This is an optimization exercise on Yosys and OpenROAD, whose aim is small area and a short achievable clock period, not a production implementation.
In this exercise RTL edits were held to simulation tests only and were not proved equivalent to the original.
Power figures rest on the tool's default switching activity, not on a simulated workload.

==> violet: inputs <==
==> flow/design.v <==
`timescale 1ns / 1ps
`timescale 1ns / 1ps
`timescale 1ns / 1ps
`timescale 1ns / 1ps
`timescale 1ns / 1ps
`timescale 1ns / 1ps
`timescale 1ns / 1ps
`timescale 1ns / 1ps
module Circuit4(Rst, clk, a, b, c, z, x);
  input clk, Rst;
  input [63:0] a, b, c;
  output reg [31:0] z, x;
  wire [64:0] sb = {1'b0, a} + {1'b0, b};
  wire [64:0] sc = {1'b0, a} + {1'b0, c};
  wire [31:0] f  = a[31:0] - b[31:0];
  wire bltc = b < c;
  wire dEQe = (b == c);
  wire dLTe = (sb[64] ^ sc[64]) ? sb[64] : bltc;
  wire [32:0] g = dLTe ? sb[32:0] : sc[32:0];
  wire [31:0] h = dEQe ? sb[31:0] : f;
  reg [32:0] greg;
  reg [31:0] hreg;
  reg rstd;
  always @(posedge clk) begin
    greg <= g;
    hreg <= h;
    rstd <= Rst;
    if (Rst | rstd) begin
      x <= 32'd0;
      z <= 32'd0;
    end else begin
      x <= dLTe ? {hreg[30:0], 1'b0} : hreg;
      z <= dEQe ? greg[32:1] : greg[31:0];
    end
  end
endmodule
==> flow/run.sh <==
#!/bin/bash
# synth_recipe.tcl (not shown) runs the flow's synth.tcl, then flattens the netlist and writes it again
# the make line also repeats each setting of config.mk as NAME=value (left out here)
make -C /OpenROAD-flow-scripts/flow DESIGN_CONFIG=/design/flow/config.mk WORK_HOME=/design/flow/orfs CLKGATE_MAP_FILE= SYNTH_SCRIPT=/design/flow/synth_recipe.tcl finish
==> flow/config.mk <==
export PLATFORM = sky130hd
export DESIGN_NAME = Circuit4
export DESIGN_NICKNAME = Circuit4
export VERILOG_FILES = /design/flow/design.v
export SDC_FILE = /design/flow/constraint.sdc
export NUM_CORES = 4
export LEC_CHECK = 0
export CAP_MARGIN = 20
export CORE_MARGIN = 2
export CORE_UTILIZATION = 40
export SLEW_MARGIN = 20
==> flow/constraint.sdc <==
create_clock -name core_clock -period 7.0 [get_ports {clk}]
set_input_delay 1.4000 -clock core_clock [delete_from_list [all_inputs] [get_ports {clk}]]
set_output_delay 1.4000 -clock core_clock [all_outputs]
set_load 0.01 [all_outputs]
==> umber: changes against violet <==
==> flow/design.v (replaced) <==
`timescale 1ns / 1ps
module Prefix #(parameter W = 8, parameter KIND = 0) (P, G, CO);
  input  [W-1:0] P, G;
  output [W-1:0] CO;
  reg [W-1:0] g, p;
  integer i, l;
  always @* begin
    g = G;
    p = P;
    if (KIND == 0) begin
      for (l = 0; (1 << l) < W; l = l + 1)
        for (i = (2 << l) - 1; i < W; i = i + (2 << l)) begin
          g[i] = g[i] | (p[i] & g[i - (1 << l)]);
          p[i] = p[i] & p[i - (1 << l)];
        end
      for (l = 15; l >= 0; l = l - 1)
        if ((2 << l) < W)
          for (i = 3 * (1 << l) - 1; i < W; i = i + (2 << l)) begin
            g[i] = g[i] | (p[i] & g[i - (1 << l)]);
            p[i] = p[i] & p[i - (1 << l)];
          end
    end else if (KIND == 1) begin
      for (l = 0; (1 << l) < W; l = l + 1)
        for (i = W - 1; i >= (1 << l); i = i - 1) begin
          g[i] = g[i] | (p[i] & g[i - (1 << l)]);
          p[i] = p[i] & p[i - (1 << l)];
        end
    end else if (KIND == 2) begin
      for (l = 0; (1 << l) < W; l = l + 1)
        for (i = 0; i < W; i = i + 1)
          if ((i >> l) & 1) begin
            g[i] = g[i] | (p[i] & g[((i >> l) << l) - 1]);
            p[i] = p[i] & p[((i >> l) << l) - 1];
          end
    end else begin
      for (i = 1; i < W; i = i + 1) begin
        g[i] = g[i] | (p[i] & g[i - 1]);
        p[i] = p[i] & p[i - 1];
      end
    end
  end
  assign CO = g;
endmodule
`timescale 1ns / 1ps
`timescale 1ns / 1ps
`timescale 1ns / 1ps
`timescale 1ns / 1ps
`timescale 1ns / 1ps
`timescale 1ns / 1ps
`timescale 1ns / 1ps
module Circuit4(Rst, clk, a, b, c, z, x);
  parameter KLT = 0;    
  parameter KSUM = 0;   
  input clk, Rst;
  input [63:0] a, b, c;
  output reg [31:0] z, x;
  wire [63:0] gab = a & b, pab = a ^ b;
  wire [63:0] gac = a & c, pac = a ^ c;
  wire [63:0] gbc = ~b & c, pbc = ~(b ^ c);    
  wire [31:0] gf = a[31:0] & ~b[31:0];         
  wire [31:0] pf = ~pab[31:0];
  wire [32:0] cab, cac;
  wire [31:0] cf;
  Prefix #(.W(33), .KIND(KSUM)) u_ab (.P(pab[32:0]), .G(gab[32:0]), .CO(cab));
  Prefix #(.W(33), .KIND(KSUM)) u_ac (.P(pac[32:0]), .G(gac[32:0]), .CO(cac));
  Prefix #(.W(32), .KIND(KSUM)) u_f (.P(pf), .G({gf[31:1], gf[0] | pf[0]}), .CO(cf));
  wire [63:0] lab, lac, lbc;
  Prefix #(.W(64), .KIND(KLT)) l_ab (.P(a | b), .G(gab), .CO(lab));
  Prefix #(.W(64), .KIND(KLT)) l_ac (.P(a | c), .G(gac), .CO(lac));
  Prefix #(.W(64), .KIND(KLT)) l_bc (.P(~b | c), .G(gbc), .CO(lbc));
  wire [32:0] d = pab[32:0] ^ {cab[31:0], 1'b0};
  wire [32:0] e = pac[32:0] ^ {cac[31:0], 1'b0};
  wire dEQe = &pbc;
  wire dLTe = lab[63] ^ lac[63] ^ lbc[63];
  wire [32:0] g = dLTe ? d : e;
  wire [31:0] h = pab[31:0] ^ (dEQe ? {cab[30:0], 1'b0} : ~{cf[30:0], 1'b1});
  reg [32:0] greg;
  reg [31:0] hreg;
  reg rstd;
  wire run = ~(Rst | rstd);
  wire xsh = run & dLTe, xkeep = run & ~dLTe;
  wire zsh = run & dEQe, zkeep = run & ~dEQe;
  always @(posedge clk) begin
    greg <= g;
    hreg <= h;
    rstd <= Rst;
    x <= ({32{xsh}} & {hreg[30:0], 1'b0}) | ({32{xkeep}} & hreg);
    z <= ({32{zsh}} & greg[32:1]) | ({32{zkeep}} & greg[31:0]);
  end
endmodule
==> flow/flow/run.sh (new file) <==
#!/bin/bash
# The standard ORFS layout (standard.sh), with:
#  - synthesis by flow/synth.tcl: the standard script with abc run on
#    flow/abc.script and no full/half-adder extraction;
#  - port buffers of sky130_fd_sc_hd__buf_1 (every input and output port
#    still gets its own buffer);
#  - clock tree synthesis without dummy loads, from clkbuf_4/clkbuf_8 cells.
# Each tool's full output is in orfs/logs/...; make's own output in make.log.
set -euo pipefail
here=$(pwd)
export MY_ABC_SCRIPT=$here/flow/abc.script
export MY_ABC_D=3000
export BUFFER_PORTS_ARGS="-buffer_cell sky130_fd_sc_hd__buf_1"
export CTS_ARGS="-sink_clustering_enable -repair_clock_nets -dont_use_dummy_load -sink_clustering_size 30 -sink_clustering_max_diameter 120 -buf_list {sky130_fd_sc_hd__clkbuf_4 sky130_fd_sc_hd__clkbuf_8}"
bash standard.sh SYNTH_SCRIPT=$here/flow/synth.tcl finish > make.log 2>&1
==> flow/flow/abc.script (new file) <==
strash
balance
rewrite
refactor
balance
rewrite -z
refactor -z
balance
dch -f
map -B 0.9
topo
stime -c
buffer -c
upsize -c
dnsize -c
==> flow/flow/synth.tcl (new file) <==
# The standard synthesis script (synth_recipe.tcl), with two changes made
# by overriding Yosys commands before ORFS's synth.tcl runs:
#  - abc uses the mapping script flow/abc.script (the ORFS call and its
#    liberty, dont_use and constraint arguments are otherwise unchanged);
#  - extract_fa is skipped, so adders stay as plain gates for abc to map.
# Registers, their names and cell types are the same as the standard flow's.
proc synth {args} { yosys synth -nofsm -noshare {*}$args }
proc abc {args} {
  set i [lsearch -exact $args -script]
  lset args [expr {$i + 1}] $::env(MY_ABC_SCRIPT)
  set j [lsearch -exact $args -D]
  if { $j >= 0 } {
    lset args [expr {$j + 1}] $::env(MY_ABC_D)
  } else {
    lappend args -D $::env(MY_ABC_D)
  }
  yosys abc {*}$args
}
proc extract_fa {args} { puts "extract_fa skipped" }
source $::env(SCRIPTS_DIR)/synth.tcl
# left out here: clear keep_hierarchy, flatten, clean up, hide names made inside functions, write 1_2_yosys.v
==> flow/standard.sh (new file) <==
#!/bin/bash
# synth_recipe.tcl (not shown) runs the flow's synth.tcl, then flattens the netlist and writes it again
# the make line also repeats each setting of config.mk as NAME=value (left out here)
make -C /OpenROAD-flow-scripts/flow DESIGN_CONFIG=/design/flow/config.mk WORK_HOME=/design/flow/orfs CLKGATE_MAP_FILE= SYNTH_SCRIPT=/design/flow/synth_recipe.tcl "${@:-finish}"
Settings changed: SETUP_SLACK_MARGIN from default to 3.7, TNS_END_PERCENT from default to 0.
removed: flow/run.sh
==> delta: changes against violet <==
==> flow/flow/run.sh (new file) <==
#!/bin/bash
# Standard ORFS layout (the standard.sh, unchanged synthesis), with:
#  - port buffers of sky130_fd_sc_hd__buf_1 instead of the default choice
#    (every input and output port still gets its own buffer);
#  - clock tree synthesis without dummy loads.
# Each tool's full output is in orfs/logs/...; make's own output in make.log.
set -euo pipefail
export BUFFER_PORTS_ARGS="-buffer_cell sky130_fd_sc_hd__buf_1"
export CTS_ARGS="-sink_clustering_enable -repair_clock_nets -dont_use_dummy_load"
bash standard.sh finish > make.log 2>&1
==> flow/standard.sh (new file) <==
#!/bin/bash
# synth_recipe.tcl (not shown) runs the flow's synth.tcl, then flattens the netlist and writes it again
# the make line also repeats each setting of config.mk as NAME=value (left out here)
make -C /OpenROAD-flow-scripts/flow DESIGN_CONFIG=/design/flow/config.mk WORK_HOME=/design/flow/orfs CLKGATE_MAP_FILE= SYNTH_SCRIPT=/design/flow/synth_recipe.tcl "${@:-finish}"
Settings changed: ABC_AREA from default to 1.
removed: flow/run.sh
==> run summary <==
- Status: no timing/DRC/antenna violations
- Root Driver: clkbuf_16
- Post-DP HPWL: 41400 um
- Post-synthesis sequential area ratio: 19.2%
- Area of the multi-input gates: ~9500 sq um
- Hold path endpoint: z[0]
- CTS Buffer Depth: 3
- Power share of the clock group: 30.3%
- Post-Syn Instances: 2120
- Slew @ Worst Pin: 0.927 ns
- Mux contribution to synthesized area: 0%
- Critical-path top delay cell: nand2_4
- Area leader, netlist: ha_1
# the run above: delta

==> run summary <==
- Status: no timing/DRC/antenna violations
- Area leader, netlist: ha_1
- Root Driver: clkbuf_16
- Post-synthesis sequential area ratio: between 20% and 30%
- Post-DP HPWL: approximately 32000 um
- Power share of the clock group: a little under a third
- Mux contribution to synthesized area: 6.09%
- Slew @ Worst Pin: 0.763 ns
- CTS Buffer Depth: 2
- Post-Syn Instances: roughly 1500
- Area of the multi-input gates: 8560 sq um
- Hold path endpoint: x[0]
# the run above: violet

==> run summary <==
- Status: no timing/DRC/antenna violations
- Area leader, netlist: dfxtp_1
- Mux contribution to synthesized area: 0%
- Root Driver: clkbuf_8
- Post-synthesis sequential area ratio: 24.5%
- Post-DP HPWL: 29300 um
- Area of the multi-input gates: 6830 sq um
- Power share of the clock group: 23.3%
- Hold path endpoint: x[9]
# the run above: umber

-- static timing again, ports no longer ideal --
No port has a modelled driver above. Below, the same layouts with a new extraction and two added sets of constraints. Step 1: set_driving_cell puts a clkbuf_16 on clk and a buf_2 on each other input, an assumption about the parent block. Step 2 times the ports against the registers' clock, not the clock port: input delays grow and output delays shrink by t, the midpoint of the rising clock arrivals with the driver on. Three values: ideal ports, drivers, drivers and shift; two values: the first two.
| run | t, ns | setup slack, ns | clock arrival spread, ns | worst register clock-pin slew, ns | cell pins on the clock port's net |
|---|---|---|---|---|---|
| violet | 0.453 | 1.500 / 1.519 / 1.066 | 0.012 / 0.012 | 0.06 / 0.06 | 1 |
| umber | 0.484 | 3.723 / 3.722 / 3.238 | 0.021 / 0.021 | 0.07 / 0.07 | 1 |
| delta | 0.480 | 2.533 / 2.551 / 2.071 | 0.016 / 0.016 | 0.05 / 0.05 | 1 |
After both steps setup and hold are still met in every run listed. The setup slack of umber, which loses most, moves by -0.001 ns with the drivers and by -0.485 ns with both steps.
